What follows belongs to an exercise in optimizing a design on an open flow for small area; a production flow would make more cautious choices. Function was checked by simulation only, so behaviour that the tests miss may differ from the original. No activity file was given, so power comes from the tool's default toggle rates.

==> flow/design.v, too long to show whole: its modules and the start of the top module <==
// module regfile: 25 lines
// module qar_gpio: 111 lines
// module qar_uart: 405 lines
// module qar_spi: 182 lines
// module qar_can: 139 lines
// module qar_timer: 172 lines
// module qar_i2c: 289 lines
// module qar_adc: 159 lines
// module qar_core: 461 lines
module qar_core #(
    parameter IMEM_DEPTH        = 64,
    parameter DMEM_DEPTH        = 256,
    parameter USE_INTERNAL_IMEM = 0,
    parameter USE_INTERNAL_DMEM = 0,
    parameter IMEM_DATA_WIDTH   = 32,
    parameter DMEM_DATA_WIDTH   = 32,
    parameter ICACHE_ENTRIES    = 0
) (
    input  wire        clk,
    input  wire        rst_n,
    output wire        imem_valid,
    output wire [31:0] imem_addr,
    input  wire        imem_ready,
    input  wire [IMEM_DATA_WIDTH-1:0] imem_rdata,
    output wire        mem_valid,
    output wire        mem_we,
    output wire [31:0] mem_addr,
    output wire [DMEM_DATA_WIDTH-1:0] mem_wdata,
    input  wire        mem_ready,
    input  wire [DMEM_DATA_WIDTH-1:0] mem_rdata,
    input  wire        irq_timer,
    input  wire        irq_external,
    output reg         irq_timer_ack,
    output reg         irq_external_ack,
    input  wire [31:0] gpio_in,
    output wire [31:0] gpio_out,
    output wire [31:0] gpio_dir,
    output wire        gpio_irq,
    output wire        uart_tx,
    input  wire        uart_rx,
    output wire        uart_de,
    output wire        uart_re,
    output wire        spi_sck,
    output wire        spi_mosi,
    input  wire        spi_miso,
    output wire [3:0]  spi_cs_n,
    output wire        i2c_scl,
    output wire        i2c_sda_out,
    input  wire        i2c_sda_in,
    output wire        i2c_sda_oe,
    input  wire [11:0] adc_ch0,
    input  wire [11:0] adc_ch1,
    input  wire [11:0] adc_ch2,
    input  wire [11:0] adc_ch3
);
  // ...
==> flow/run.sh <==
#!/bin/bash
# synth_recipe.tcl (not shown) runs the flow's synth.tcl, then flattens the netlist and writes it again
# the make line also repeats each setting of config.mk as NAME=value (left out here)
make -C /OpenROAD-flow-scripts/flow DESIGN_CONFIG=/design/flow/config.mk WORK_HOME=/design/flow/orfs CLKGATE_MAP_FILE= SYNTH_SCRIPT=/design/flow/synth_recipe.tcl finish
==> flow/config.mk <==
export PLATFORM = sky130hd
export DESIGN_NAME = qar_core
export DESIGN_NICKNAME = qar_core
export VERILOG_FILES = /design/flow/design.v
export SDC_FILE = /design/flow/constraint.sdc
export NUM_CORES = 8
export LEC_CHECK = 0
export CAP_MARGIN = 35
export CORE_MARGIN = 2
export CORE_UTILIZATION = 40
export SLEW_MARGIN = 30
==> flow/constraint.sdc <==
create_clock -name core_clock -period 13.0 [get_ports {clk}]
set_input_delay 2.6000 -clock core_clock [delete_from_list [all_inputs] [get_ports {clk}]]
set_output_delay 2.6000 -clock core_clock [all_outputs]
set_load 0.01 [all_outputs]
==> metrics.md, run 1 <==
| Metric | Value |
|---|---|
| TritonCTS clock tree | `done` |
| Crit-path max cell delay | `0.85 ns` |
| Clk latency of the worst-skew pair | `1.18 ns` |
| Setup TNS | `0 ns` |
| Register area share after synthesis | `52.8%` |
| PwrDens | `196 nW/µm²` |
| Drt initial violations | `38500` |
| # port buffers | `326` |
| Nets | `26400` |
| FF-to-FF setup slack | `1.94 ns` |
| Global route overflow | `0` |
| Seq pwr share | `34.7%` |
| H-tree depth | `6` |
| Met1 wire length | `454000 µm` |
| Largest cell class by area | `registers` |
| Place WS | `2.72 ns` |
| Critical path's slowest cell | `or2_2` |
| Sequential cell count | `5361` |
| Sequential share of cell area | `46.1%` |
| Compound-gate portion of the synthesized area | `15.7%` |
| Core area | `672000 µm²` |
| Crit. path cell count | `24` |
| Clock Skews | `0.111 ns` |
| Pin count of the biggest net entering global routing | `172` |
| XOR/XNOR share of the synthesized area | `3.67%` |
| Hpwl dp | `849000 µm` |
| Register area | `142000 µm²` |
| Yosys warnings | `16` |
| Buffers excl. clock | `1152` |
| Gr busiest metal | `met2` |
| Root buffer cell | `clkbuf_16` |
| Multi-input logic portion of the cell area | `39.2%` |
| Final Core Density | `45.9%` |
| Highest routed layer | `met5` |
| Status | `no timing/DRC/antenna violations` |
| CP bufs+invs | `3` |
| Met2 Use GR | `49.8%` |
| Cell variety after synth | `109` |
| Clk buf depth | `4` |
| Gr usage total | `35.1%` |
| Clock buf count | `833` |
| Mapped Area | `270000 µm²` |
==> module qar_gpio, before the edit <==
module qar_gpio #(
    parameter WIDTH = 32
) (
    input  wire             clk,
    input  wire             rst_n,
    input  wire             write_en,
    input  wire             read_en,
    input  wire [4:0]       addr_word,  
    input  wire [31:0]      wdata,
    output reg  [31:0]      rdata,
    input  wire [WIDTH-1:0] gpio_in,
    input  wire             alt_pwm0,
    input  wire             alt_pwm1,
    output wire [WIDTH-1:0] gpio_out,
    output reg  [WIDTH-1:0] gpio_dir,
    output wire             irq
);
    reg  [31:0] gpio_out_reg;
    reg  [31:0] alt_pwm_sel;
    reg  [31:0] irq_enable;
    reg  [31:0] irq_status;
    reg  [31:0] irq_rise_mask;
    reg  [31:0] irq_fall_mask;
    reg  [31:0] last_input;
    reg  [31:0] debounce_enable;
    reg  [15:0] debounce_cycles;
    reg  [31:0] debounced_input;
    reg  [15:0] debounce_counter [0:31];
    wire [31:0] gpio_hw_out = {gpio_out_reg[31:2],
                               alt_pwm_sel[1] ? alt_pwm1 : gpio_out_reg[1],
                               alt_pwm_sel[0] ? alt_pwm0 : gpio_out_reg[0]};
    assign gpio_out = gpio_hw_out;
    assign irq = |(irq_enable & irq_status);
    wire [31:0] filtered_input_only = (~gpio_dir) & debounced_input;
    wire [31:0] irq_events = ((~last_input) & filtered_input_only & irq_rise_mask) |
                             (last_input & (~filtered_input_only) & irq_fall_mask);
    wire wr_dir  = write_en && addr_word == 5'd0;
    wire wr_out  = write_en && addr_word == 5'd1;
    wire wr_set  = write_en && addr_word == 5'd3;
    wire wr_clr  = write_en && addr_word == 5'd4;
    wire wr_ien  = write_en && addr_word == 5'd5;
    wire wr_ist  = write_en && addr_word == 5'd6;
    wire wr_alt  = write_en && addr_word == 5'd7;
    wire wr_rise = write_en && addr_word == 5'd8;
    wire wr_fall = write_en && addr_word == 5'd9;
    wire wr_dben = write_en && addr_word == 5'd10;
    wire wr_dbc  = write_en && addr_word == 5'd11;
    reg [31:0] db_reached;
    integer i;
    always @(*) begin
        for (i = 0; i < 32; i = i + 1)
            db_reached[i] = (debounce_counter[i] >= debounce_cycles) && (debounce_counter[i] != 16'd0);
    end
    always @(posedge clk) begin
        for (i = 0; i < 32; i = i + 1) begin
            if (gpio_dir[i] || !debounce_enable[i] || (gpio_in[i] == debounced_input[i]) || db_reached[i])
                debounce_counter[i] <= 16'd0;
            else
                debounce_counter[i] <= debounce_counter[i] + 16'd1;
        end
    end
    always @(posedge clk or negedge rst_n) begin
        if (!rst_n) begin
            gpio_dir        <= 32'b0;
            gpio_out_reg    <= 32'b0;
            alt_pwm_sel     <= 32'b0;
            irq_enable      <= 32'b0;
            irq_status      <= 32'b0;
            irq_rise_mask   <= 32'hFFFF_FFFF;
            irq_fall_mask   <= 32'b0;
            last_input      <= 32'b0;
            debounce_enable <= 32'b0;
            debounce_cycles <= 16'd32;
            debounced_input <= 32'b0;
        end else begin
            if (wr_dir)  gpio_dir <= wdata;
            if (wr_out)       gpio_out_reg <= wdata;
            else if (wr_set)  gpio_out_reg <= gpio_out_reg | wdata;
            else if (wr_clr)  gpio_out_reg <= gpio_out_reg & ~wdata;
            if (wr_ien)  irq_enable <= wdata;
            if (wr_alt)  alt_pwm_sel <= wdata;
            if (wr_rise) irq_rise_mask <= wdata;
            if (wr_fall) irq_fall_mask <= wdata;
            if (wr_dben) debounce_enable <= wdata;
            if (wr_dbc)  debounce_cycles <= wdata[15:0];
            for (i = 0; i < 32; i = i + 1) begin
                if (gpio_dir[i])
                    debounced_input[i] <= gpio_hw_out[i];
                else if (!debounce_enable[i] || db_reached[i])
                    debounced_input[i] <= gpio_in[i];
            end
            irq_status <= (irq_status & ~({32{wr_ist}} & wdata)) | irq_events;
            last_input <= filtered_input_only;
        end
    end
    always @(*) begin
        case (addr_word)
            5'd0:  rdata = gpio_dir;
            5'd1:  rdata = gpio_out_reg;
            5'd2:  rdata = (gpio_dir & gpio_hw_out) | filtered_input_only;
            5'd5:  rdata = irq_enable;
            5'd6:  rdata = irq_status;
            5'd7:  rdata = alt_pwm_sel;
            5'd8:  rdata = irq_rise_mask;
            5'd9:  rdata = irq_fall_mask;
            5'd10: rdata = debounce_enable;
            5'd11: rdata = {16'b0, debounce_cycles};
            default: rdata = 32'b0;
        endcase
    end
endmodule
==> module qar_spi, before the edit <==
module qar_spi #(
    parameter FIFO_DEPTH = 4
) (
    input  wire        clk,
    input  wire        rst_n,
    input  wire        bus_write,
    input  wire        bus_read,
    input  wire [5:0]  addr_word,
    input  wire [31:0] wdata,
    output reg  [31:0] rdata,
    output wire        irq,
    output wire        spi_sck,
    output wire        spi_mosi,
    input  wire        spi_miso,
    output wire [3:0]  spi_cs_n
);
    reg [31:0] ctrl;
    reg [31:0] clkdiv;
    reg [31:0] cs_select;
    reg [31:0] irq_en;
    reg [5:0]  irq_status;       
    reg        tx_overflow_flag;
    reg        rx_overflow_flag;
    reg        cs_error_flag;
    reg [2:0]  last_fault_code;
    reg [7:0]  last_fault_byte;
    reg [3:0]  last_fault_cs;
    reg [2:0]  tx_head, tx_tail;
    reg [2:0]  rx_head, rx_tail;
    reg        busy;
    reg [7:0]  tx_fifo [0:3];
    reg [7:0]  rx_fifo [0:3];
    reg [3:0]  cs_active;
    reg [7:0]  tx_shift;
    reg [7:0]  active_tx_byte;
    reg [7:0]  rx_shift;
    reg [2:0]  bit_index;
    reg [15:0] div_counter;
    reg        sck_phase;
    wire tx_fifo_full  = {1'b0, tx_head} == {1'b0, tx_tail} + 4'd4;   
    wire tx_fifo_empty = (tx_head == tx_tail);
    wire rx_fifo_empty = (rx_head == rx_tail);
    wire rx_fifo_full  = {1'b0, rx_head} == {1'b0, rx_tail} + 4'd4;
    wire ctrl_enable   = ctrl[0];
    wire ctrl_cpol     = ctrl[1];
    wire ctrl_cpha     = ctrl[2];
    wire ctrl_lsb      = ctrl[3];
    wire ctrl_loopback = ctrl[4];
    wire tx_bit = ctrl_lsb ? tx_shift[0] : tx_shift[7];
    assign spi_sck  = ctrl_cpol ^ (busy & sck_phase);
    assign spi_mosi = busy & tx_bit;
    assign spi_cs_n = 4'b1111;
    assign irq = |(irq_en[5:0] & irq_status);
    wire sample_bit = ctrl_loopback ? tx_bit : spi_miso;
    wire [7:0] rx_shift_combined = ctrl_lsb ? {sample_bit, rx_shift[7:1]} : {rx_shift[6:0], sample_bit};
    wire [7:0] rx_byte = ctrl_loopback ? active_tx_byte : rx_shift_combined;
    wire [7:0] tx_head_byte = tx_fifo[tx_tail[1:0]];
    wire wr_fifo  = bus_write && addr_word == 6'h3;
    wire tx_push  = wr_fifo && !tx_fifo_full;
    wire tx_ovf   = wr_fifo && tx_fifo_full;
    wire wr_irqst = bus_write && addr_word == 6'h7;
    wire rx_pop   = bus_read && addr_word == 6'h4 && !rx_fifo_empty;
    wire try_start = !busy && ctrl_enable && !tx_fifo_empty;
    wire cs_err   = try_start && cs_select[3:0] == 4'b0000;
    wire start    = try_start && cs_select[3:0] != 4'b0000;
    wire edge_now = busy && (div_counter >= clkdiv[15:0]) && (div_counter != 16'd0);
    wire sample_now = edge_now && (sck_phase ^ ctrl_cpha);
    wire done     = sample_now && bit_index == 3'd0;
    wire rx_push  = done && !rx_fifo_full;
    wire rx_ovf   = done && rx_fifo_full;
    always @(posedge clk) begin
        if (tx_push)
            tx_fifo[tx_head[1:0]] <= wdata[7:0];
        if (rx_push)
            rx_fifo[rx_head[1:0]] <= rx_byte;
        if (start) begin
            cs_active      <= cs_select[3:0];
            tx_shift       <= tx_head_byte;
            active_tx_byte <= tx_head_byte;
            rx_shift       <= 8'h0;
            bit_index      <= 3'd7;
        end else begin
            if (edge_now && !(sck_phase ^ ctrl_cpha))
                tx_shift <= ctrl_lsb ? {1'b0, tx_shift[7:1]} : {tx_shift[6:0], 1'b0};
            if (sample_now) begin
                rx_shift <= rx_shift_combined;
                bit_index <= bit_index - 3'd1;
            end
        end
        if (!busy || edge_now)
            div_counter <= 16'd0;
        else
            div_counter <= div_counter + 16'd1;
        if (!busy)
            sck_phase <= 1'b0;
        else if (edge_now)
            sck_phase <= ~sck_phase;
    end
    always @(posedge clk or negedge rst_n) begin
        if (!rst_n) begin
            ctrl       <= 32'h1;
            clkdiv     <= 32'd1;
            cs_select  <= 32'h1;
            irq_en     <= 32'h0;
            irq_status <= 6'h0;
            tx_overflow_flag <= 1'b0;
            rx_overflow_flag <= 1'b0;
            cs_error_flag <= 1'b0;
            last_fault_code <= 3'd0;
            last_fault_byte <= 8'd0;
            last_fault_cs <= 4'd0;
            tx_head    <= 3'd0;
            tx_tail    <= 3'd0;
            rx_head    <= 3'd0;
            rx_tail    <= 3'd0;
            busy       <= 1'b0;
        end else begin
            if (bus_write && addr_word == 6'h0) ctrl <= wdata;
            if (bus_write && addr_word == 6'h2) clkdiv <= wdata;
            if (bus_write && addr_word == 6'h5) cs_select <= wdata;
            if (bus_write && addr_word == 6'h6) irq_en <= wdata;
            if (tx_ovf)
                tx_overflow_flag <= 1'b1;
            else if (wr_irqst && (wdata[2] || wdata[3]))
                tx_overflow_flag <= 1'b0;
            if (rx_ovf)
                rx_overflow_flag <= 1'b1;
            else if (wr_irqst && (wdata[2] || wdata[4]))
                rx_overflow_flag <= 1'b0;
            if (cs_err)
                cs_error_flag <= 1'b1;
            else if (wr_irqst && (wdata[2] || wdata[5]))
                cs_error_flag <= 1'b0;
            if (cs_err) begin
                last_fault_code <= 3'd3;
                last_fault_byte <= tx_head_byte;
                last_fault_cs   <= 4'b0000;
            end else if (rx_ovf) begin
                last_fault_code <= 3'd2;
                last_fault_byte <= rx_byte;
                last_fault_cs   <= cs_active;
            end else if (tx_ovf) begin
                last_fault_code <= 3'd1;
                last_fault_byte <= wdata[7:0];
                last_fault_cs   <= cs_select[3:0];
            end
            irq_status[0] <= rx_push ? 1'b1 :
                             (rx_pop && {1'b0, rx_head} == {1'b0, rx_tail} + 4'd1) ? 1'b0 :
                             irq_status[0] && !(wr_irqst && wdata[0]);
            irq_status[1] <= (start && {1'b0, tx_head} == {1'b0, tx_tail} + 4'd1) ? 1'b1 :
                             tx_push ? 1'b0 :
                             irq_status[1] && !(wr_irqst && wdata[1]);
            irq_status[2] <= tx_ovf || cs_err || rx_ovf || (irq_status[2] && !(wr_irqst && wdata[2]));
            irq_status[3] <= tx_ovf || (irq_status[3] && !(wr_irqst && wdata[3]));
            irq_status[4] <= rx_ovf || (irq_status[4] && !(wr_irqst && wdata[4]));
            irq_status[5] <= cs_err || (irq_status[5] && !(wr_irqst && wdata[5]));
            if (tx_push) tx_head <= tx_head + 3'd1;
            if (start)   tx_tail <= tx_tail + 3'd1;
            if (rx_push) rx_head <= rx_head + 3'd1;
            if (rx_pop)  rx_tail <= rx_tail + 3'd1;
            if (start)
                busy <= 1'b1;
            else if (done)
                busy <= 1'b0;
        end
    end
    wire fault_flag = tx_overflow_flag | rx_overflow_flag | cs_error_flag;
    always @(*) begin
        case (addr_word)
            6'h0: rdata = ctrl;
            6'h1: rdata = {25'b0, cs_error_flag, rx_overflow_flag, tx_overflow_flag, fault_flag, busy, !rx_fifo_empty, !tx_fifo_full};
            6'h2: rdata = clkdiv;
            6'h3: rdata = {29'b0, tx_head - tx_tail};
            6'h4: rdata = rx_fifo_empty ? 32'b0 : {24'b0, rx_fifo[rx_tail[1:0]]};
            6'h5: rdata = cs_select;
            6'h6: rdata = irq_en;
            6'h7: rdata = {26'b0, irq_status};
            6'h8: rdata = {8'b0, last_fault_byte, 4'b0, last_fault_cs, last_fault_code, cs_error_flag, rx_overflow_flag, tx_overflow_flag, 2'b0};
            default: rdata = 32'b0;
        endcase
    end
endmodule
==> module qar_can, before the edit <==
module qar_can #(
    parameter CLK_HZ = 50_000_000
) (
    input  wire        clk,
    input  wire        rst_n,
    input  wire        bus_write,
    input  wire        bus_read,
    input  wire [5:0]  addr_word,
    input  wire [31:0] wdata,
    output reg  [31:0] rdata,
    output wire        irq
);
    reg [31:0] ctrl;
    reg [2:0]  status;           
    reg [31:0] bittime;
    reg [31:0] err_counter;
    reg [31:0] irq_en;
    reg [2:0]  irq_status;       
    reg [31:0] filter_id;
    reg [31:0] filter_mask;
    reg [31:0] tx_id;
    reg [31:0] tx_dlc;
    reg [31:0] tx_data0;
    reg [31:0] tx_data1;
    reg [31:0] rx_fifo_id [0:3];
    reg [31:0] rx_fifo_dlc[0:3];
    reg [31:0] rx_fifo_data0[0:3];
    reg [31:0] rx_fifo_data1[0:3];
    reg [2:0]  rx_head;
    reg [2:0]  rx_tail;
    wire [2:0] rx_entries = rx_head - rx_tail;
    wire ctrl_enable      = ctrl[0];
    wire ctrl_loopback    = ctrl[1];
    wire ctrl_quiet       = ctrl[2];
    wire ctrl_filter_byp  = ctrl[3];
    assign irq = |(irq_en[2:0] & irq_status);
    always @(posedge clk or negedge rst_n) begin
        if (!rst_n) begin
            ctrl        <= 32'h1;
            status      <= 3'h2;
            bittime     <= 32'h0000_0013;
            err_counter <= 32'h0;
            irq_en      <= 32'h0;
            irq_status  <= 3'h0;
            filter_id   <= 32'h0;
            filter_mask <= 32'h0;
            tx_id       <= 32'h0;
            tx_dlc      <= 32'h0;
            tx_data0    <= 32'h0;
            tx_data1    <= 32'h0;
            rx_head     <= 0;
            rx_tail     <= 0;
        end else begin
            if (bus_write) begin
                case (addr_word)
                    6'h0: ctrl <= wdata;
                    6'h2: bittime <= wdata;
                    6'h3: err_counter <= wdata;
                    6'h4: irq_en <= wdata;
                    6'h5: begin
                        irq_status <= irq_status & ~wdata[2:0];
                        if (wdata[0])
                            status[0] <= 1'b0;
                        if (wdata[1])
                            status[1] <= 1'b1;
                    end
                    6'h6: filter_id <= wdata;
                    6'h7: filter_mask <= wdata;
                    6'h8: tx_id <= wdata;
                    6'h9: tx_dlc <= wdata;
                    6'hA: tx_data0 <= wdata;
                    6'hB: tx_data1 <= wdata;
                    6'hC: begin
                        if (ctrl_enable) begin
                            status[1] <= 1'b0;
                            if (ctrl_loopback && !ctrl_quiet &&
                                (ctrl_filter_byp || ((tx_id & filter_mask) == (filter_id & filter_mask)))) begin
                                if (rx_entries < 4) begin
                                    rx_fifo_id[rx_head[1:0]]    <= tx_id;
                                    rx_fifo_dlc[rx_head[1:0]]   <= tx_dlc;
                                    rx_fifo_data0[rx_head[1:0]] <= tx_data0;
                                    rx_fifo_data1[rx_head[1:0]] <= tx_data1;
                                    rx_head <= rx_head + 1;
                                    status[0] <= 1'b1;
                                    irq_status[0] <= 1'b1;
                                end else begin
                                    err_counter <= err_counter + 1;
                                    status[2] <= 1'b1;
                                    irq_status[2] <= 1'b1;
                                end
                            end
                            status[1] <= 1'b1;
                            irq_status[1] <= 1'b1;
                        end
                    end
                    6'h11: begin
                        if (wdata[1]) begin
                            rx_tail <= rx_head;
                            status[0] <= 1'b0;
                        end else if (wdata[0] && rx_entries != 0) begin
                            rx_tail <= rx_tail + 1;
                            if (rx_entries == 1)
                                status[0] <= 1'b0;
                        end
                        if (wdata[2]) begin
                            status[2] <= 1'b0;
                            irq_status[2] <= 1'b0;
                        end
                    end
                    default: ;
                endcase
            end
        end
    end
    always @(*) begin
        begin
            case (addr_word)
                6'h0: rdata = ctrl;
                6'h1: rdata = {29'b0, status[2], 1'b1, status[0]};
                6'h2: rdata = bittime;
                6'h3: rdata = err_counter;
                6'h4: rdata = irq_en;
                6'h5: rdata = {29'b0, irq_status};
                6'h6: rdata = filter_id;
                6'h7: rdata = filter_mask;
                6'h8: rdata = tx_id;
                6'h9: rdata = tx_dlc;
                6'hA: rdata = tx_data0;
                6'hB: rdata = tx_data1;
                6'hD: rdata = (rx_entries == 3'd0) ? 32'b0 : rx_fifo_id[rx_tail[1:0]];
                6'hE: rdata = (rx_entries == 3'd0) ? 32'b0 : rx_fifo_dlc[rx_tail[1:0]];
                6'hF: rdata = (rx_entries == 3'd0) ? 32'b0 : rx_fifo_data0[rx_tail[1:0]];
                6'h10:rdata = (rx_entries == 3'd0) ? 32'b0 : rx_fifo_data1[rx_tail[1:0]];
                6'h11:rdata = {28'b0, status[2], 1'b0, rx_entries};
                default: rdata = 32'b0;
            endcase
        end
    end
endmodule
==> run 2: changes to the inputs <==
--- a/flow/design.v
+++ b/flow/design.v
@@ -46,3 +46,5 @@
     reg  [31:0] gpio_out_reg;
-    reg  [31:0] alt_pwm_sel;
+    reg [1:0] alt_pwm_sel;
+    reg [31:2] alt_pwm_sel_hi;         
+    reg        alt_pwm_sel_hi_written;
     reg  [31:0] irq_enable;
@@ -75,2 +77,13 @@
     wire wr_dbc  = write_en && addr_word == 5'd11;
+    function automatic uge16(input [15:0] a, input [15:0] b);
+        integer j;
+        reg g;
+        begin
+            g = 1'b1;
+            for (j = 0; j < 16; j = j + 1)
+                g = (a[j] & ~b[j]) | ((a[j] | ~b[j]) & g);
+            uge16 = g;
+        end
+    endfunction
+    wire [15:0] db_threshold = {debounce_cycles[15:1], debounce_cycles[0] | (debounce_cycles == 16'd0)};
     reg [31:0] db_reached;
@@ -79,3 +92,3 @@
         for (i = 0; i < 32; i = i + 1)
-            db_reached[i] = (debounce_counter[i] >= debounce_cycles) && (debounce_counter[i] != 16'd0);
+            db_reached[i] = uge16(debounce_counter[i], db_threshold);
     end
@@ -89,2 +102,6 @@
     end
+    always @(posedge clk) begin
+        if (wr_alt)
+            alt_pwm_sel_hi <= wdata[31:2];
+    end
     always @(posedge clk or negedge rst_n) begin
@@ -93,3 +110,4 @@
             gpio_out_reg    <= 32'b0;
-            alt_pwm_sel     <= 32'b0;
+            alt_pwm_sel     <= 2'd0;
+            alt_pwm_sel_hi_written <= 1'b0;
             irq_enable      <= 32'b0;
@@ -104,7 +122,8 @@
             if (wr_dir)  gpio_dir <= wdata;
-            if (wr_out)       gpio_out_reg <= wdata;
-            else if (wr_set)  gpio_out_reg <= gpio_out_reg | wdata;
-            else if (wr_clr)  gpio_out_reg <= gpio_out_reg & ~wdata;
+            for (i = 0; i < 32; i = i + 1)
+                if (wr_out || ((wr_set || wr_clr) && wdata[i]))
+                    gpio_out_reg[i] <= wr_out ? wdata[i] : wr_set;
             if (wr_ien)  irq_enable <= wdata;
-            if (wr_alt)  alt_pwm_sel <= wdata;
+            if (wr_alt)  alt_pwm_sel <= wdata[1:0];
+            if (wr_alt)  alt_pwm_sel_hi_written <= 1'b1;
             if (wr_rise) irq_rise_mask <= wdata;
@@ -130,3 +149,3 @@
             5'd6:  rdata = irq_status;
-            5'd7:  rdata = alt_pwm_sel;
+            5'd7:  rdata = {(alt_pwm_sel_hi_written ? alt_pwm_sel_hi : 30'b0), alt_pwm_sel};
             5'd8:  rdata = irq_rise_mask;
@@ -158,12 +177,23 @@
 );
-    reg [31:0] ctrl;
+    reg [5:0] ctrl;
+    reg [31:6] ctrl_hi;         
+    reg        ctrl_hi_written;
     reg [31:0] baud_div;
-    reg [31:0] irq_en;
+    reg [6:0] irq_en;
+    reg [31:7] irq_en_hi;         
+    reg        irq_en_hi_written;
     reg [6:0]  irq_status;       
-    reg [31:0] rs485_ctrl;
+    reg [4:0] rs485_ctrl;
+    reg [31:5] rs485_ctrl_hi;         
+    reg        rs485_ctrl_hi_written;
     reg [11:0] status;           
     reg [31:0] idle_cfg;
-    reg [31:0] lin_ctrl;
-    reg [31:0] lin_cmd;
-    reg [31:0] lin_slave_ctrl;
+    reg [15:0] lin_ctrl;
+    reg [31:16] lin_ctrl_hi;         
+    reg        lin_ctrl_hi_written;
+    reg [31:0] lin_cmd_hi;         
+    reg        lin_cmd_hi_written;
+    reg [16:0] lin_slave_ctrl;
+    reg [31:17] lin_slave_ctrl_hi;         
+    reg        lin_slave_ctrl_hi_written;
     reg [7:0]  lin_sync_byte;
@@ -345,13 +375,41 @@
     end
+    always @(posedge clk) begin
+        if (bus_write && addr_word == 4'h2)
+            ctrl_hi <= wdata[31:6];
+    end
+    always @(posedge clk) begin
+        if (bus_write && addr_word == 4'h4)
+            irq_en_hi <= wdata[31:7];
+    end
+    always @(posedge clk) begin
+        if (bus_write && addr_word == 4'h6)
+            rs485_ctrl_hi <= wdata[31:5];
+    end
+    always @(posedge clk) begin
+        if (bus_write && addr_word == 4'h8)
+            lin_ctrl_hi <= wdata[31:16];
+    end
+    always @(posedge clk) begin
+        if (wr_cmd)
+            lin_cmd_hi <= wdata[31:0];
+    end
+    always @(posedge clk) begin
+        if (wr_slave)
+            lin_slave_ctrl_hi <= wdata[31:17];
+    end
     always @(posedge clk or negedge rst_n) begin
         if (!rst_n) begin
-            ctrl        <= 32'h0000_0001;
+            ctrl        <= 6'd1;
+            ctrl_hi_written <= 1'b0;
             baud_div    <= CLOCK_HZ / 115200;
-            irq_en      <= 32'b0;
+            irq_en      <= 7'd0;
+            irq_en_hi_written <= 1'b0;
             irq_status  <= 7'b0;
-            rs485_ctrl  <= 32'h0000_0001;
+            rs485_ctrl  <= 5'd1;
+            rs485_ctrl_hi_written <= 1'b0;
             status      <= 12'b0;
             idle_cfg    <= 32'b0;
-            lin_ctrl    <= 32'd13;
-            lin_cmd     <= 32'b0;
+            lin_ctrl    <= 16'd13;
+            lin_ctrl_hi_written <= 1'b0;
+            lin_cmd_hi_written <= 1'b0;
             lin_sync_byte <= 8'h55;
@@ -365,3 +423,4 @@
             lin_auto_state <= 2'b00;
-            lin_slave_ctrl <= 32'b0;
+            lin_slave_ctrl <= 17'd0;
+            lin_slave_ctrl_hi_written <= 1'b0;
             lin_slave_armed <= 1'b0;
@@ -385,11 +444,16 @@
             rx_sync2 <= rx_sync1;
-            if (bus_write && addr_word == 4'h2) ctrl <= wdata;
+            if (bus_write && addr_word == 4'h2) ctrl <= wdata[5:0];
+            if (bus_write && addr_word == 4'h2) ctrl_hi_written <= 1'b1;
             if (bus_write && addr_word == 4'h3) baud_div <= wdata;
-            if (bus_write && addr_word == 4'h4) irq_en <= wdata;
-            if (bus_write && addr_word == 4'h6) rs485_ctrl <= wdata;
+            if (bus_write && addr_word == 4'h4) irq_en <= wdata[6:0];
+            if (bus_write && addr_word == 4'h4) irq_en_hi_written <= 1'b1;
+            if (bus_write && addr_word == 4'h6) rs485_ctrl <= wdata[4:0];
+            if (bus_write && addr_word == 4'h6) rs485_ctrl_hi_written <= 1'b1;
             if (bus_write && addr_word == 4'h7) idle_cfg <= wdata;
-            if (bus_write && addr_word == 4'h8) lin_ctrl <= wdata;
-            if (wr_cmd)                         lin_cmd <= wdata;
+            if (bus_write && addr_word == 4'h8) lin_ctrl <= wdata[15:0];
+            if (bus_write && addr_word == 4'h8) lin_ctrl_hi_written <= 1'b1;
+            if (wr_cmd)                         lin_cmd_hi_written <= 1'b1;
             if (bus_write && addr_word == 4'hA) lin_tx_header_id <= wdata[7:0];
-            if (wr_slave)                       lin_slave_ctrl <= wdata;
+            if (wr_slave)                       lin_slave_ctrl <= wdata[16:0];
+            if (wr_slave)                       lin_slave_ctrl_hi_written <= 1'b1;
             if (tx_push) tx_head <= tx_head + 4'd1;
@@ -531,13 +595,13 @@
             4'h1: rdata = {20'b0, status};
-            4'h2: rdata = ctrl;
+            4'h2: rdata = {(ctrl_hi_written ? ctrl_hi : 26'b0), ctrl};
             4'h3: rdata = baud_div;
-            4'h4: rdata = irq_en;
+            4'h4: rdata = {(irq_en_hi_written ? irq_en_hi : 25'b0), irq_en};
             4'h5: rdata = {25'b0, irq_status};
-            4'h6: rdata = rs485_ctrl;
+            4'h6: rdata = {(rs485_ctrl_hi_written ? rs485_ctrl_hi : 27'b0), rs485_ctrl};
             4'h7: rdata = idle_cfg;
-            4'h8: rdata = lin_ctrl;
-            4'h9: rdata = lin_cmd;
+            4'h8: rdata = {(lin_ctrl_hi_written ? lin_ctrl_hi : 16'b0), lin_ctrl};
+            4'h9: rdata = (lin_cmd_hi_written ? lin_cmd_hi : 32'b0);
             4'hA: rdata = {24'b0, lin_tx_header_id};
             4'hB: rdata = {16'b0, lin_id_byte, lin_sync_byte};
-            4'hC: rdata = lin_slave_ctrl;
+            4'hC: rdata = {(lin_slave_ctrl_hi_written ? lin_slave_ctrl_hi : 15'b0), lin_slave_ctrl};
             default: rdata = 32'b0;
@@ -564,6 +628,14 @@
 );
-    reg [31:0] ctrl;
-    reg [31:0] clkdiv;
-    reg [31:0] cs_select;
-    reg [31:0] irq_en;
+    reg [4:0] ctrl;
+    reg [31:5] ctrl_hi;         
+    reg        ctrl_hi_written;
+    reg [15:0] clkdiv;
+    reg [31:16] clkdiv_hi;         
+    reg        clkdiv_hi_written;
+    reg [3:0] cs_select;
+    reg [31:4] cs_select_hi;         
+    reg        cs_select_hi_written;
+    reg [5:0] irq_en;
+    reg [31:6] irq_en_hi;         
+    reg        irq_en_hi_written;
     reg [5:0]  irq_status;       
@@ -646,8 +718,28 @@
     end
+    always @(posedge clk) begin
+        if (bus_write && addr_word == 6'h0)
+            ctrl_hi <= wdata[31:5];
+    end
+    always @(posedge clk) begin
+        if (bus_write && addr_word == 6'h2)
+            clkdiv_hi <= wdata[31:16];
+    end
+    always @(posedge clk) begin
+        if (bus_write && addr_word == 6'h5)
+            cs_select_hi <= wdata[31:4];
+    end
+    always @(posedge clk) begin
+        if (bus_write && addr_word == 6'h6)
+            irq_en_hi <= wdata[31:6];
+    end
     always @(posedge clk or negedge rst_n) begin
         if (!rst_n) begin
-            ctrl       <= 32'h1;
-            clkdiv     <= 32'd1;
-            cs_select  <= 32'h1;
-            irq_en     <= 32'h0;
+            ctrl       <= 5'd1;
+            ctrl_hi_written <= 1'b0;
+            clkdiv     <= 16'd1;
+            clkdiv_hi_written <= 1'b0;
+            cs_select  <= 4'd1;
+            cs_select_hi_written <= 1'b0;
+            irq_en     <= 6'd0;
+            irq_en_hi_written <= 1'b0;
             irq_status <= 6'h0;
@@ -665,6 +757,10 @@
         end else begin
-            if (bus_write && addr_word == 6'h0) ctrl <= wdata;
-            if (bus_write && addr_word == 6'h2) clkdiv <= wdata;
-            if (bus_write && addr_word == 6'h5) cs_select <= wdata;
-            if (bus_write && addr_word == 6'h6) irq_en <= wdata;
+            if (bus_write && addr_word == 6'h0) ctrl <= wdata[4:0];
+            if (bus_write && addr_word == 6'h0) ctrl_hi_written <= 1'b1;
+            if (bus_write && addr_word == 6'h2) clkdiv <= wdata[15:0];
+            if (bus_write && addr_word == 6'h2) clkdiv_hi_written <= 1'b1;
+            if (bus_write && addr_word == 6'h5) cs_select <= wdata[3:0];
+            if (bus_write && addr_word == 6'h5) cs_select_hi_written <= 1'b1;
+            if (bus_write && addr_word == 6'h6) irq_en <= wdata[5:0];
+            if (bus_write && addr_word == 6'h6) irq_en_hi_written <= 1'b1;
             if (tx_ovf)
@@ -717,9 +813,9 @@
         case (addr_word)
-            6'h0: rdata = ctrl;
+            6'h0: rdata = {(ctrl_hi_written ? ctrl_hi : 27'b0), ctrl};
             6'h1: rdata = {25'b0, cs_error_flag, rx_overflow_flag, tx_overflow_flag, fault_flag, busy, !rx_fifo_empty, !tx_fifo_full};
-            6'h2: rdata = clkdiv;
+            6'h2: rdata = {(clkdiv_hi_written ? clkdiv_hi : 16'b0), clkdiv};
             6'h3: rdata = {29'b0, tx_head - tx_tail};
             6'h4: rdata = rx_fifo_empty ? 32'b0 : {24'b0, rx_fifo[rx_tail[1:0]]};
-            6'h5: rdata = cs_select;
-            6'h6: rdata = irq_en;
+            6'h5: rdata = {(cs_select_hi_written ? cs_select_hi : 28'b0), cs_select};
+            6'h6: rdata = {(irq_en_hi_written ? irq_en_hi : 26'b0), irq_en};
             6'h7: rdata = {26'b0, irq_status};
@@ -744,7 +840,12 @@
 );
-    reg [31:0] ctrl;
+    reg [3:0] ctrl;
+    reg [31:4] ctrl_hi;         
+    reg        ctrl_hi_written;
     reg [2:0]  status;           
-    reg [31:0] bittime;
+    reg [31:0] bittime;          
+    reg        bittime_written;
     reg [31:0] err_counter;
-    reg [31:0] irq_en;
+    reg [2:0] irq_en;
+    reg [31:3] irq_en_hi;         
+    reg        irq_en_hi_written;
     reg [2:0]  irq_status;       
@@ -768,9 +869,23 @@
     assign irq = |(irq_en[2:0] & irq_status);
+    always @(posedge clk) begin
+        if (bus_write && addr_word == 6'h0)
+            ctrl_hi <= wdata[31:4];
+    end
+    always @(posedge clk) begin
+        if (bus_write && addr_word == 6'h4)
+            irq_en_hi <= wdata[31:3];
+    end
+    always @(posedge clk) begin
+        if (bus_write && addr_word == 6'h2)
+            bittime <= wdata;
+    end
     always @(posedge clk or negedge rst_n) begin
         if (!rst_n) begin
-            ctrl        <= 32'h1;
+            ctrl        <= 4'd1;
+            ctrl_hi_written <= 1'b0;
             status      <= 3'h2;
-            bittime     <= 32'h0000_0013;
+            bittime_written <= 1'b0;
             err_counter <= 32'h0;
-            irq_en      <= 32'h0;
+            irq_en      <= 3'd0;
+            irq_en_hi_written <= 1'b0;
             irq_status  <= 3'h0;
@@ -787,6 +902,6 @@
                 case (addr_word)
-                    6'h0: ctrl <= wdata;
-                    6'h2: bittime <= wdata;
+                    6'h0: begin ctrl <= wdata[3:0]; ctrl_hi_written <= 1'b1; end
+                    6'h2: bittime_written <= 1'b1;
                     6'h3: err_counter <= wdata;
-                    6'h4: irq_en <= wdata;
+                    6'h4: begin irq_en <= wdata[2:0]; irq_en_hi_written <= 1'b1; end
                     6'h5: begin
@@ -849,7 +964,7 @@
             case (addr_word)
-                6'h0: rdata = ctrl;
+                6'h0: rdata = {(ctrl_hi_written ? ctrl_hi : 28'b0), ctrl};
                 6'h1: rdata = {29'b0, status[2], 1'b1, status[0]};
-                6'h2: rdata = bittime;
+                6'h2: rdata = bittime_written ? bittime : 32'h0000_0013;
                 6'h3: rdata = err_counter;
-                6'h4: rdata = irq_en;
+                6'h4: rdata = {(irq_en_hi_written ? irq_en_hi : 29'b0), irq_en};
                 6'h5: rdata = {29'b0, irq_status};
@@ -887,3 +1002,5 @@
 );
-    reg [31:0] ctrl;
+    reg [2:0]  ctrl;
+    reg [31:3] ctrl_hi;
+    reg        ctrl_hi_written;
     reg [31:0] prescale;
@@ -891,3 +1008,5 @@
     reg [4:0]  status;           
-    reg [31:0] irq_en;
+    reg [4:0]  irq_en;
+    reg [31:5] irq_en_hi;
+    reg        irq_en_hi_written;
     reg [31:0] cmp0;
@@ -904,4 +1023,7 @@
     reg [31:0] capture_ctrl;
+    reg        capture_ctrl_written;
     reg [31:0] capture0_value;
+    reg        capture0_written;
     reg [31:0] capture1_value;
+    reg        capture1_written;
     reg        pwm0_out;
@@ -914,3 +1036,3 @@
     wire cmp1_auto_reload = ctrl[2];
-    assign irq = |(status & irq_en[4:0]);
+    assign irq = |(status & irq_en);
     assign pwm0 = pwm0_out;
@@ -925,2 +1047,29 @@
     wire wr_stat  = wr && addr_word == 6'h3;
+    function automatic [32:0] add_bk(input [31:0] x, input [31:0] y, input cin);
+        reg [31:0] p, g, pp, gg;
+        integer i, j;
+        begin
+            p = x ^ y;
+            g = x & y;
+            pp = p;
+            gg = g;
+            gg[0] = g[0] | (p[0] & cin);
+            for (i = 1; i <= 5; i = i + 1)
+                for (j = (1 << i) - 1; j < 32; j = j + (1 << i)) begin
+                    gg[j] = gg[j] | (pp[j] & gg[j - (1 << (i - 1))]);
+                    pp[j] = pp[j] & pp[j - (1 << (i - 1))];
+                end
+            for (i = 5; i > 0; i = i - 1)
+                for (j = (1 << i) + (1 << (i - 1)) - 1; j < 32; j = j + (1 << i)) begin
+                    gg[j] = gg[j] | (pp[j] & gg[j - (1 << (i - 1))]);
+                    pp[j] = pp[j] & pp[j - (1 << (i - 1))];
+                end
+            add_bk[0] = p[0] ^ cin;
+            for (i = 1; i < 32; i = i + 1)
+                add_bk[i] = p[i] ^ gg[i - 1];
+            add_bk[32] = gg[31];
+        end
+    endfunction
+    wire [32:0] cmp0_sum = add_bk(cmp0, cmp0_period, 1'b0);
+    wire [32:0] cmp1_sum = add_bk(cmp1, cmp1_period, 1'b0);
     wire tick = counter_enable && (prescale_cnt >= prescale);
@@ -936,2 +1085,12 @@
     always @(posedge clk) begin
+        if (wr_ctrl)
+            ctrl_hi <= wdata[31:3];
+        if (wr && addr_word == 6'h4)
+            irq_en_hi <= wdata[31:5];
+        if (wr_cap)
+            capture_ctrl <= wdata;
+        if (wr_cap && wdata[0])
+            capture0_value <= counter;
+        if (wr_cap && wdata[1])
+            capture1_value <= counter;
         if (!counter_enable || tick)
@@ -953,3 +1112,4 @@
         if (!rst_n) begin
-            ctrl         <= 32'h0;
+            ctrl         <= 3'h0;
+            ctrl_hi_written <= 1'b0;
             prescale     <= 32'h0;
@@ -957,3 +1117,4 @@
             status       <= 5'h0;
-            irq_en       <= 32'h0;
+            irq_en       <= 5'h0;
+            irq_en_hi_written <= 1'b0;
             cmp0         <= 32'h0;
@@ -969,5 +1130,5 @@
             pwm1_duty    <= 32'h0;
-            capture_ctrl <= 32'h0;
-            capture0_value <= 32'h0;
-            capture1_value <= 32'h0;
+            capture_ctrl_written <= 1'b0;
+            capture0_written <= 1'b0;
+            capture1_written <= 1'b0;
             pwm0_out     <= 1'b0;
@@ -975,5 +1136,7 @@
         end else begin
-            if (wr_ctrl)                  ctrl <= wdata;
+            if (wr_ctrl)                  ctrl <= wdata[2:0];
+            if (wr_ctrl)                  ctrl_hi_written <= 1'b1;
             if (wr && addr_word == 6'h1)  prescale <= wdata;
-            if (wr && addr_word == 6'h4)  irq_en <= wdata;
+            if (wr && addr_word == 6'h4)  irq_en <= wdata[4:0];
+            if (wr && addr_word == 6'h4)  irq_en_hi_written <= 1'b1;
             if (wr && addr_word == 6'h6)  cmp0_period <= wdata;
@@ -986,5 +1149,5 @@
             if (wr && addr_word == 6'hF)  pwm1_duty <= wdata;
-            if (wr_cap)                   capture_ctrl <= wdata;
-            if (wr_cap && wdata[0])       capture0_value <= counter;
-            if (wr_cap && wdata[1])       capture1_value <= counter;
+            if (wr_cap)                   capture_ctrl_written <= 1'b1;
+            if (wr_cap && wdata[0])       capture0_written <= 1'b1;
+            if (wr_cap && wdata[1])       capture1_written <= 1'b1;
             if (tick)
@@ -998,3 +1161,3 @@
             if (cmp0_hit && cmp0_auto_reload && cmp0_period != 32'h0)
-                cmp0 <= cmp0 + cmp0_period;
+                cmp0 <= cmp0_sum[31:0];
             else if (wr && addr_word == 6'h5)
@@ -1002,3 +1165,3 @@
             if (cmp1_hit && cmp1_auto_reload && cmp1_period != 32'h0)
-                cmp1 <= cmp1 + cmp1_period;
+                cmp1 <= cmp1_sum[31:0];
             else if (wr && addr_word == 6'h7)
@@ -1021,3 +1184,3 @@
         case (addr_word)
-            6'h0: rdata = ctrl;
+            6'h0: rdata = {ctrl_hi_written ? ctrl_hi : 29'b0, ctrl};
             6'h1: rdata = prescale;
@@ -1025,3 +1188,3 @@
             6'h3: rdata = {27'b0, status};
-            6'h4: rdata = irq_en;
+            6'h4: rdata = {irq_en_hi_written ? irq_en_hi : 27'b0, irq_en};
             6'h5: rdata = cmp0;
@@ -1038,5 +1201,5 @@
             6'h10: rdata = {30'b0, pwm1_out, pwm0_out};
-            6'h11: rdata = capture_ctrl;
-            6'h12: rdata = capture0_value;
-            6'h13: rdata = capture1_value;
+            6'h11: rdata = capture_ctrl_written ? capture_ctrl : 32'h0;
+            6'h12: rdata = capture0_written ? capture0_value : 32'h0;
+            6'h13: rdata = capture1_written ? capture1_value : 32'h0;
             default: rdata = 32'h0;
@@ -1074,7 +1237,15 @@
     localparam FIFO_ADDR_BITS = clog2(FIFO_DEPTH);
-    reg [31:0] ctrl;
-    reg [31:0] clkdiv;
-    reg [31:0] irq_en;
+    reg [4:0] ctrl;
+    reg [31:5] ctrl_hi;         
+    reg        ctrl_hi_written;
+    reg [15:0] clkdiv;
+    reg [31:16] clkdiv_hi;         
+    reg        clkdiv_hi_written;
+    reg [5:0] irq_en;
+    reg [31:6] irq_en_hi;         
+    reg        irq_en_hi_written;
     reg [5:0]  irq_status;       
-    reg [31:0] cmd_reg;
+    reg [3:0] cmd_reg;
+    reg [31:4] cmd_reg_hi;         
+    reg        cmd_reg_hi_written;
     reg        ack_error_flag;
@@ -1117,9 +1288,29 @@
     wire [31:0] fault_status_value = {8'b0, last_fault_byte, 4'b0, last_fault_cmd, last_fault_code, ack_error_flag, rx_overflow_flag, tx_overflow_flag, 3'b0};
+    always @(posedge clk) begin
+        if (bus_write && addr_word == 6'h0)
+            ctrl_hi <= wdata[31:5];
+    end
+    always @(posedge clk) begin
+        if (bus_write && addr_word == 6'h1)
+            clkdiv_hi <= wdata[31:16];
+    end
+    always @(posedge clk) begin
+        if (bus_write && addr_word == 6'h3)
+            irq_en_hi <= wdata[31:6];
+    end
+    always @(posedge clk) begin
+        if (bus_write && addr_word == 6'h7)
+            cmd_reg_hi <= wdata[31:4];
+    end
     always @(posedge clk or negedge rst_n) begin
         if (!rst_n) begin
-            ctrl        <= 32'h1;
-            clkdiv      <= 32'd100;
-            irq_en      <= 32'h0;
+            ctrl        <= 5'd1;
+            ctrl_hi_written <= 1'b0;
+            clkdiv      <= 16'd100;
+            clkdiv_hi_written <= 1'b0;
+            irq_en      <= 6'd0;
+            irq_en_hi_written <= 1'b0;
             irq_status  <= 6'h0;
-            cmd_reg     <= 32'h0;
+            cmd_reg     <= 4'd0;
+            cmd_reg_hi_written <= 1'b0;
             ack_error_flag <= 1'b0;
@@ -1144,4 +1335,4 @@
                 case (addr_word)
-                    6'h0: ctrl <= wdata;
-                    6'h1: clkdiv <= wdata;
+                    6'h0: begin ctrl <= wdata[4:0]; ctrl_hi_written <= 1'b1; end
+                    6'h1: begin clkdiv <= wdata[15:0]; clkdiv_hi_written <= 1'b1; end
                     6'h2: begin
@@ -1154,3 +1345,3 @@
                     end
-                    6'h3: irq_en <= wdata;
+                    6'h3: begin irq_en <= wdata[5:0]; irq_en_hi_written <= 1'b1; end
                     6'h4: begin
@@ -1183,3 +1374,3 @@
                     end
-                    6'h7: cmd_reg <= wdata;
+                    6'h7: begin cmd_reg <= wdata[3:0]; cmd_reg_hi_written <= 1'b1; end
                     default: ;
@@ -1324,9 +1515,9 @@
         case (addr_word)
-            6'h0: rdata = ctrl;
-            6'h1: rdata = clkdiv;
+            6'h0: rdata = {(ctrl_hi_written ? ctrl_hi : 27'b0), ctrl};
+            6'h1: rdata = {(clkdiv_hi_written ? clkdiv_hi : 16'b0), clkdiv};
             6'h2: rdata = status_value;
-            6'h3: rdata = irq_en;
+            6'h3: rdata = {(irq_en_hi_written ? irq_en_hi : 26'b0), irq_en};
             6'h4: rdata = {26'b0, irq_status};
             6'h6: rdata = rx_fifo_empty ? 32'b0 : {24'b0, rx_fifo[rx_tail[FIFO_ADDR_BITS-1:0]]};
-            6'h7: rdata = cmd_reg;
+            6'h7: rdata = {(cmd_reg_hi_written ? cmd_reg_hi : 28'b0), cmd_reg};
             6'h8: rdata = fault_status_value;
@@ -1372,3 +1563,5 @@
     reg        data_overrun;
-    reg [31:0] irq_en;
+    reg [1:0] irq_en;
+    reg [31:2] irq_en_hi;         
+    reg        irq_en_hi_written;
     reg [1:0]  irq_status;        
@@ -1422,2 +1615,6 @@
     end
+    always @(posedge clk) begin
+        if (bus_write && addr_word == 5'h3)
+            irq_en_hi <= wdata[31:2];
+    end
     always @(posedge clk or negedge rst_n) begin
@@ -1436,3 +1633,4 @@
             data_overrun         <= 1'b0;
-            irq_en               <= 32'b0;
+            irq_en               <= 2'd0;
+            irq_en_hi_written <= 1'b0;
             irq_status           <= 2'b0;
@@ -1445,3 +1643,5 @@
             if (bus_write && addr_word == 5'h3)
-                irq_en <= wdata;
+                irq_en <= wdata[1:0];
+            if (bus_write && addr_word == 5'h3)
+                irq_en_hi_written <= 1'b1;
             if (bus_write && addr_word == 5'h6)
@@ -1489,3 +1689,3 @@
             5'h2: rdata = {12'b0, result_channel, 4'b0, result_value};
-            5'h3: rdata = irq_en;
+            5'h3: rdata = {(irq_en_hi_written ? irq_en_hi : 30'b0), irq_en};
             5'h4: rdata = {30'b0, irq_status};
@@ -1562,11 +1762,6 @@
     reg        dmem_pending;         
-    reg [31:0] fetch_req_addr;
     reg [31:0] if_instr;
-    reg [31:0] if_pc;
     reg [31:0] prefetch_slot_instr;
-    reg [31:0] prefetch_slot_pc;
     reg [31:0] id_instr;
-    reg [31:0] id_pc;
     reg [31:0] ex_instr;
-    reg [31:0] ex_pc;
     reg [31:0] ex_rs1_val;
@@ -1578,8 +1773,25 @@
     reg [31:0] mem_req_wdata;
-    reg [31:0] csr_mstatus;
+    reg        mstatus_mie, mstatus_mpie;       
+    reg [31:0] mstatus_raw;
+    reg        mstatus_written;
+    reg [31:0] mcause_raw;
+    reg        mcause_written;
+    reg        mie_mtie, mie_meie;              
+    reg [31:0] mie_raw;
+    reg        mie_written;
+    reg        mip_mtip, mip_meip;              
+    reg [31:0] mip_raw;
+    reg        mip_written;
+    wire [31:0] csr_mstatus = {mstatus_written ? mstatus_raw[31:8] : 24'b0, mstatus_mpie,
+                               mstatus_written ? mstatus_raw[6:4] : 3'b0, mstatus_mie,
+                               mstatus_written ? mstatus_raw[2:0] : 3'b0};
+    wire [31:0] csr_mcause  = mcause_written ? mcause_raw : 32'b0;
+    wire [31:0] csr_mie     = {mie_written ? mie_raw[31:12] : 20'b0, mie_meie,
+                               mie_written ? mie_raw[10:8] : 3'b0, mie_mtie,
+                               mie_written ? mie_raw[6:0] : 7'b0};
+    wire [31:0] csr_mip     = {mip_written ? mip_raw[31:12] : 20'b0, mip_meip,
+                               mip_written ? mip_raw[10:8] : 3'b0, mip_mtip,
+                               mip_written ? mip_raw[6:0] : 7'b0};
     reg [31:0] csr_mtvec;
     reg [31:0] csr_mepc;
-    reg [31:0] csr_mcause;
-    reg [31:0] csr_mie;
-    reg [31:0] csr_mip;
     reg [31:0] csr_mtimecmp;
@@ -1587,4 +1799,36 @@
     reg        csr_irq_priority;
+    wire [2:0] n_if  = {2'b0, prefetch_slot_valid} + {2'b0, fetch_req_pending} + 3'd1;
+    wire [2:0] n_id  = n_if + {2'b0, if_valid};
+    wire [2:0] n_ex  = n_id + {2'b0, id_valid};
+    wire [2:0] n_old = ex_valid ? n_ex : id_valid ? n_id : if_valid ? n_if : 3'd0;
+    function automatic [32:0] add_bk(input [31:0] x, input [31:0] y, input cin);
+        reg [31:0] p, g, pp, gg;
+        integer i, j;
+        begin
+            p = x ^ y;
+            g = x & y;
+            pp = p;
+            gg = g;
+            gg[0] = g[0] | (p[0] & cin);
+            for (i = 1; i <= 5; i = i + 1)
+                for (j = (1 << i) - 1; j < 32; j = j + (1 << i)) begin
+                    gg[j] = gg[j] | (pp[j] & gg[j - (1 << (i - 1))]);
+                    pp[j] = pp[j] & pp[j - (1 << (i - 1))];
+                end
+            for (i = 5; i > 0; i = i - 1)
+                for (j = (1 << i) + (1 << (i - 1)) - 1; j < 32; j = j + (1 << i)) begin
+                    gg[j] = gg[j] | (pp[j] & gg[j - (1 << (i - 1))]);
+                    pp[j] = pp[j] & pp[j - (1 << (i - 1))];
+                end
+            add_bk[0] = p[0] ^ cin;
+            for (i = 1; i < 32; i = i + 1)
+                add_bk[i] = p[i] ^ gg[i - 1];
+            add_bk[32] = gg[31];
+        end
+    endfunction
+    wire [32:0] oldest_sum = add_bk({2'b0, pc_fetch[31:2]}, ~{29'b0, n_old}, 1'b1);
+    wire [31:0] oldest_pc = {oldest_sum[29:0], pc_fetch[1:0]};
+    wire [31:0] ex_pc = oldest_pc;
     assign imem_valid = fetch_req_pending;
-    assign imem_addr  = fetch_req_addr;
+    assign imem_addr  = {pc_fetch[31:2] - 30'd1, pc_fetch[1:0]};
     assign mem_valid  = dmem_pending;
@@ -1627,3 +1871,3 @@
     wire [31:0] add_b = (op_reg || op_br) ? ex_rs2_val : (op_store ? imm_s : imm_i);
-    wire [32:0] add_full = {1'b0, ex_rs1_val} + {1'b0, add_b ^ {32{add_sub}}} + {32'b0, add_sub};
+    wire [32:0] add_full = add_bk(ex_rs1_val, add_b ^ {32{add_sub}}, add_sub);
     wire [31:0] sum = add_full[31:0];
@@ -1671,3 +1915,4 @@
     wire [31:0] pc_imm = op_br ? imm_b : (op_jal ? imm_j : imm_u);
-    wire [31:0] pc_rel = ex_pc + pc_imm;
+    wire [32:0] pc_rel_full = add_bk(ex_pc, pc_imm, 1'b0);
+    wire [31:0] pc_rel = pc_rel_full[31:0];
     wire [31:0] pc_plus4 = {ex_pc[31:2] + 30'd1, ex_pc[1:0]};
@@ -1803,5 +2048,5 @@
     wire external_trigger_level = irq_external | uart0_irq | can0_irq | gpio_irq | spi0_irq | i2c0_irq | adc0_irq;
-    wire global_mie = csr_mstatus[3];
-    wire timer_can_fire = global_mie && csr_mie[7] && csr_mip[7];
-    wire ext_can_fire   = global_mie && csr_mie[11] && csr_mip[11];
+    wire global_mie = mstatus_mie;
+    wire timer_can_fire = global_mie && mie_mtie && mip_mtip;
+    wire ext_can_fire   = global_mie && mie_meie && mip_meip;
     wire take_timer_irq = timer_can_fire && (!ext_can_fire || !csr_irq_priority);
@@ -1813,5 +2058,3 @@
                              take_timer_irq ? 32'h8000_0007 : 32'h8000_000B;
-    wire [31:0] trap_mepc_value = (exc_request || ex_valid) ? ex_pc :
-                                  id_valid ? id_pc :
-                                  if_valid ? if_pc : pc_fetch;
+    wire [31:0] trap_mepc_value = oldest_pc;
     wire [31:0] rf_rdata1, rf_rdata2;
@@ -1838,23 +2081,23 @@
     always @(posedge clk) begin
-        if (fetch_issue)
-            fetch_req_addr <= pc_fetch;
+        if (csr_write_en && csr_addr == CSR_ADDR_MSTATUS)
+            mstatus_raw <= csr_write_data;
+        if (trap_request)
+            mcause_raw <= trap_cause;
+        else if (csr_write_en && csr_addr == CSR_ADDR_MCAUSE)
+            mcause_raw <= csr_write_data;
+        if (csr_write_en && csr_addr == CSR_ADDR_MIE)
+            mie_raw <= csr_write_data;
+        if (csr_write_en && csr_addr == CSR_ADDR_MIP)
+            mip_raw <= csr_write_data;
         begin
-            if (fetch_resp && if_fetch_target) begin
+            if (fetch_resp && if_fetch_target)
                 if_instr <= imem_rdata;
-                if_pc    <= fetch_req_addr;
-            end else if (slot_to_if) begin
+            else if (slot_to_if)
                 if_instr <= prefetch_slot_instr;
-                if_pc    <= prefetch_slot_pc;
-            end
-            if (fetch_resp && !if_fetch_target) begin
+            if (fetch_resp && !if_fetch_target)
                 prefetch_slot_instr <= imem_rdata;
-                prefetch_slot_pc    <= fetch_req_addr;
-            end
-            if (id_accept) begin
+            if (id_accept)
                 id_instr <= if_instr;
-                id_pc    <= if_pc;
-            end
             if (id_to_ex) begin
                 ex_instr   <= id_instr;
-                ex_pc      <= id_pc;
                 ex_rs1_val <= forward_rs1;
@@ -1880,8 +2123,14 @@
             dmem_pending      <= 1'b0;
-            csr_mstatus       <= 32'b0;
+            mstatus_mie       <= 1'b0;
+            mstatus_mpie      <= 1'b0;
+            mstatus_written   <= 1'b0;
             csr_mtvec         <= 32'h00000100;
             csr_mepc          <= 32'b0;
-            csr_mcause        <= 32'b0;
-            csr_mie           <= 32'b0;
-            csr_mip           <= 32'b0;
+            mcause_written    <= 1'b0;
+            mie_mtie          <= 1'b0;
+            mie_meie          <= 1'b0;
+            mie_written       <= 1'b0;
+            mip_mtip          <= 1'b0;
+            mip_meip          <= 1'b0;
+            mip_written       <= 1'b0;
             csr_mtime         <= 32'b0;
@@ -1931,10 +2180,16 @@
             if (csr_write_en && csr_addr == CSR_ADDR_MIP) begin
-                csr_mip <= csr_write_data;
+                mip_mtip    <= csr_write_data[7];
+                mip_meip    <= csr_write_data[11];
+                mip_written <= 1'b1;
             end else begin
-                csr_mip[7]  <= timer_trigger_level;
-                csr_mip[11] <= external_trigger_level &&
-                               !(csr_write_en && csr_addr == CSR_ADDR_IRQ_ACK && csr_write_data[1]);
+                mip_mtip <= timer_trigger_level;
+                mip_meip <= external_trigger_level &&
+                            !(csr_write_en && csr_addr == CSR_ADDR_IRQ_ACK && csr_write_data[1]);
             end
             if (csr_write_en && csr_addr == CSR_ADDR_MTVEC)    csr_mtvec <= csr_write_data;
-            if (csr_write_en && csr_addr == CSR_ADDR_MIE)      csr_mie <= csr_write_data;
+            if (csr_write_en && csr_addr == CSR_ADDR_MIE) begin
+                mie_mtie    <= csr_write_data[7];
+                mie_meie    <= csr_write_data[11];
+                mie_written <= 1'b1;
+            end
             if (csr_write_en && csr_addr == CSR_ADDR_MTIMECMP) csr_mtimecmp <= csr_write_data;
@@ -1943,15 +2198,18 @@
                 csr_mepc   <= trap_mepc_value;
-                csr_mcause <= trap_cause;
+                mcause_written <= 1'b1;
             end else begin
                 if (csr_write_en && csr_addr == CSR_ADDR_MEPC)   csr_mepc <= csr_write_data;
-                if (csr_write_en && csr_addr == CSR_ADDR_MCAUSE) csr_mcause <= csr_write_data;
+                if (csr_write_en && csr_addr == CSR_ADDR_MCAUSE) mcause_written <= 1'b1;
+            end
+            if (csr_write_en && csr_addr == CSR_ADDR_MSTATUS) begin
+                mstatus_mie     <= csr_write_data[3];
+                mstatus_mpie    <= csr_write_data[7];
+                mstatus_written <= 1'b1;
             end
-            if (csr_write_en && csr_addr == CSR_ADDR_MSTATUS)
-                csr_mstatus <= csr_write_data;
             if (trap_request) begin
-                csr_mstatus[7] <= csr_mstatus[3];
-                csr_mstatus[3] <= 1'b0;
+                mstatus_mpie <= mstatus_mie;
+                mstatus_mie  <= 1'b0;
             end else if (ex_valid && sys_mret) begin
-                csr_mstatus[3] <= csr_mstatus[7];
-                csr_mstatus[7] <= 1'b1;
+                mstatus_mie  <= mstatus_mpie;
+                mstatus_mpie <= 1'b1;
             end
==> flow/flow/run.sh (new file) <==
#!/bin/bash
# Layout flow: the standard ORFS flow (standard.sh), with these changes:
#  1. synthesis maps the combinational logic with an area-oriented ABC script
#     (flow/area.abc) instead of ORFS's delay-oriented one. Everything else in
#     synthesis is the standard flow's own script, so the registers (names, count, cell
#     types) are exactly those of the standard synthesis: ABC only maps the
#     logic between them.
#  2. clock tree: clkbuf_16 buffers, sink clusters of at most 24 sinks within
#     100 um, no dummy loads (CTS_ARGS below).
#  3. (optional, OWN_PORT_BUFFER) the cell used for the port buffers.
# Every tool's output goes to the ORFS logs under orfs/logs/, and make's
# output to flow_make.log in this folder.
set -euo pipefail
W=$(pwd)

# ORFS synth.tcl, with the ABC call given our script
sed 's|^  log_cmd abc {\*}\$abc_args$|  lset abc_args 1 $::env(OWN_ABC_SCRIPT)\n  log_cmd abc {*}$abc_args|' \
    "$FLOW_HOME/scripts/synth.tcl" > "$W/own_synth_core.tcl"
grep -q 'OWN_ABC_SCRIPT' "$W/own_synth_core.tcl"
# The standard flow's synthesis wrapper, sourcing the synth.tcl above
sed "s|source \$::env(SCRIPTS_DIR)/synth.tcl|source $W/own_synth_core.tcl|" \
    "$W/synth_recipe.tcl" > "$W/own_synth.tcl"
grep -q 'own_synth_core' "$W/own_synth.tcl"

export OWN_ABC_SCRIPT="$W/flow/area.abc"
export CTS_ARGS="-sink_clustering_enable -repair_clock_nets -sink_clustering_size 24 -sink_clustering_max_diameter 100 -buf_list sky130_fd_sc_hd__clkbuf_16 -dont_use_dummy_load"

if [[ -f "$W/flow/port_buffer" ]]; then
    export BUFFER_PORTS_ARGS="-buffer_cell $(cat "$W/flow/port_buffer")"
fi

bash "$W/standard.sh" SYNTH_SCRIPT="$W/own_synth.tcl" finish > "$W/flow_make.log" 2>&1
==> flow/flow/area.abc (new file) <==
&get -n
&st
&dc2
&dch -f
&nf -R 1000 -a
&put
topo
stime -c
dnsize -c
==> flow/flow/port_buffer (new file) <==
sky130_fd_sc_hd__buf_1
==> flow/standard.sh (new file) <==
#!/bin/bash
# synth_recipe.tcl (not shown) runs the flow's synth.tcl, then flattens the netlist and writes it again
# the make line also repeats each setting of config.mk as NAME=value (left out here)
make -C /OpenROAD-flow-scripts/flow DESIGN_CONFIG=/design/flow/config.mk WORK_HOME=/design/flow/orfs CLKGATE_MAP_FILE= SYNTH_SCRIPT=/design/flow/synth_recipe.tcl "${@:-finish}"
--- a/flow/config.mk
+++ b/flow/config.mk
@@ -9,3 +9,4 @@
 export CORE_MARGIN = 2
-export CORE_UTILIZATION = 40
+export CORE_UTILIZATION = 52
+export SETUP_SLACK_MARGIN = 0.1
 export SLEW_MARGIN = 30
removed: flow/run.sh
==> metrics.md, run 2 <==
| Metric | Value |
|---|---|
| Largest area contributor in the netlist | `edfxtp_1 (unchanged)` |
| Max FFs per register | `992 (unchanged)` |
| Most flop-heavy register | `rf_inst.regs (unchanged)` |
| CP startpoint kind | `register (unchanged)` |
| Most frequent cells in the layout | `edfxtp_1, nand2_1, o21ai_0 (was edfxtp_1, dfrtp_1, nand2_1)` |
| Clock Skews | `0.112 ns (was 0.111 ns)` |
| Total Wirelength | `1090000 µm (was 1240000 µm)` |
| Total CTS buffers | `262 (was 601)` |
| Most instantiated cells after synthesis | `edfxtp_1, nand2_1, o21ai_0 (was edfxtp_1, dfrtp_1, nand2_1)` |
| Most used flip-flop cell after synthesis | `edfxtp_1 (unchanged)` |
| Gr busiest metal | `met2 (unchanged)` |
| Root buffer cell | `clkbuf_16 (unchanged)` |
| PwrDens | `167 nW/µm² (was 196 nW/µm²)` |
| Hold WC Path Type | `reg -> reg (unchanged)` |
| Leakage | `96.1 nW (was 119 nW)` |
| Pin count of the biggest net entering global routing | `157 (was 172)` |
| Drt initial violations | `40200 (was 38500)` |
| Crit end category | `register (unchanged)` |
| RSZ-0062 raised after global routing | `false (unchanged)` |
| Clk buf depth | `4 (unchanged)` |
| Initial antenna violation count | `120 (was 148)` |
| Share of cells above drive strength 1 | `6.65% (was 13.8%)` |
| Area grow syn2layout | `10.0% (was 14.5%)` |
| Core area | `464000 µm² (was 672000 µm²)` |
| DP Area | `259000 µm² (was 287000 µm²)` |
| CTS Sinks | `5229 (was 5361)` |
| Clk latency of the worst-skew pair | `1.05 ns (was 1.18 ns)` |
| #FFs+latches synth | `5229 (was 5361)` |
| GPL Wtd Cong | `1.09 (was 1.10)` |
| Cell variety after synth | `79 (was 109)` |
| Tightest Pin Transition | `1.21 ns (about the same)` |
| DRT Pass-1 Iters | `17 (was 14)` |
| Nets | `23800 (was 26400)` |
| # port buffers | `326 (unchanged)` |
| Top-count cell post-synth | `edfxtp_1 (unchanged)` |
| Max rail drop VDD | `0.000302 V (was 0.000386 V)` |
| DIE AREA | `471000 µm² (was 681000 µm²)` |
| Die Span Y | `686 µm (was 825 µm)` |
| Synth top area cells | `edfxtp_1, dfrtp_1, dfxtp_1 (was edfxtp_1, dfrtp_1, ha_1)` |
| Fin. max-slew vios | `0 (unchanged)` |
| Gr usage total | `44.9% (was 35.1%)` |
| Met2 Use GR | `63.2% (was 49.8%)` |
| Clock transition at path regs | `0.10 ns (was 0.06 ns)` |
| Status | `no timing/DRC/antenna violations (unchanged)` |
| Ys async rst share | `30.5% (was 43.4%)` |
| Met3 Usage GRT | `16.5% (was 13.2%)` |
| Final period demand of the worst path | `12.56 ns (was 11.06 ns)` |
| Hpwl dp | `739000 µm (was 849000 µm)` |
| Std cell rows | `250 (was 301)` |
| Critical path type | `reg -> reg (unchanged)` |
| H-tree depth | `5 (was 6)` |
| Post-synth EDFFs | `2931 (was 2333)` |
| Vias/cell | `7.15 (was 6.58)` |
| Largest registers | `rf_inst.regs: 992 flops, gpio_inst.debounce_counter: 512 flops (unchanged)` |
| Maximum fanout along the worst path | `25 (was 31)` |
| Starting Density | `52.2% (was 40.1%)` |
| Mapped Area | `242000 µm² (was 270000 µm²)` |
| Post-synth top area share | `36.4% (was 26.0%)` |
| Crit-path max cell delay | `0.89 ns (was 0.85 ns)` |
| Mean post-synth cell area | `11.3 µm² (was 10.9 µm²)` |
| Register area share after synthesis | `58.7% (was 52.8%)` |
| Final Core Density | `57.4% (was 45.9%)` |
| I/O pin cnt | `331 (unchanged)` |
| Setup-failing EPs final | `0 (unchanged)` |
| Met1 global-route usage | `57.7% (was 43.6%)` |
| Max-Cap Viols | `0 (unchanged)` |
| TritonCTS clock tree | `done (unchanged)` |
| Max frequency | `79.6 MHz (was 90.4 MHz)` |
| Critical path's slowest cell | `nor2_4 (was or2_2)` |
| Yosys warnings | `16 (unchanged)` |
| Global route overflow | `0 (unchanged)` |
## run 2: layer usage
layer,wire [µm],up-vias
met5,1640,-
met4,92800,81
met3,156000,4102
met2,445000,16100
met1,394000,102000
li1,-,86400
## run 2: final cells by class
cell class | instances | area, µm²
repair buffers | 1117 | 8130
diodes | 116 | 290
multi-input cells | 15300 | 97900
fillers | 39600 | 197000
inverters | 943 | 3540
well taps | 6174 | 7720
clock buffers | 262 | 6560
flip-flops and latches | 5229 | 142000
## run 2: per-stage QoR
| step | setup TNS [ns] | setup slack (ns) | total power, mW | instances | hold slack (ns) |
|---|---|---|---|---|---|
| floorplan | -0.0339 | -0.0339 | 26.1 | 21500 | 0.345 |
| global placement | 0 | 0.667 | 34.5 | 28700 | 0.347 |
| detailed placement | 0 | 0.429 | 34.6 | 28700 | 0.349 |
| CTS | 0 | 0.393 | 43.4 | 29000 | 0.363 |
| global route | 0 | 0.105 | 44.8 | 29000 | 0.370 |
| finish | 0 | 0.441 | 44.6 | 29100 | 0.364 |
## run 2: worst paths after layout
check | startpoint | to | slack, ns | depth (start not counted)
worst max-delay path | ex_instr[5] | ex_rs2_val[27] | 0.44 | 42
worst min-delay path | uart0.rx_sync1 | uart0.rx_sync2 | 0.36 | 0
worst max register to register | ex_instr[5] | ex_rs2_val[27] | 0.44 | 42
worst min register to register | uart0.rx_sync1 | uart0.rx_sync2 | 0.36 | 0
max in group asynchronous | rst_n | can0.tx_data0[12] | 8.36 | 6
min in group asynchronous | rst_n | uart0.lin_ctrl[7] | 2.09 | 2
## run 2: cell families (layout without fill, tap and decap cells)
logic type / after synthesis / count (layout) / share of synthesized area (%)
AND/OR/NAND/NOR: 6916 / 6916 / 13.3
AO/OA/AOI/OAI: 6609 / 6609 / 18.0
flip-flops: 5229 / 5229 / 58.7
buffers and inverters: 979 / 2322 / 1.57
adder cells (fa/ha/maj): 839 / 839 / 4.51
XOR/XNOR: 631 / 631 / 2.28
multiplexers: 303 / 303 / 1.57
other: 1 / 120 / 0.00155
## run 2: critical path, delay by kind of cell (launching register included)
| family | cells | cell delay, ns |
|---|---|---|
| compound gates | 18 | 4.71 |
| simple gates | 15 | 4.36 |
| buf+inv | 5 | 1.11 |
| xor+xnor | 2 | 0.70 |
| fa+ha+maj | 2 | 0.70 |
| flops | 1 | 0.69 |
## run 2: power breakdown
group | switching, mW | leakage, nW | internal (mW)
Clock | 5.47 | 3.23 | 3.63
Combinational | 12.1 | 38.3 | 3.03
Sequential | 0.620 | 54.6 | 19.8
Total | 18.1 | 96.1 | 26.4
## run 2: what timing repair did
item	4_1_cts	5_1_grt
setup buffers	0	5
gates resized for setup	0	3
hold buffers	0	0
setup endpoints to repair	0	704

Re-timed with assumed drivers on the ports (clkbuf_16 on the clock, buf_2 on other inputs), run 2 has 0.441 ns of setup slack against 0.441 ns with ideal ports, and 0.441 ns once port delays also move by the mid clock arrival of 1.135 ns.
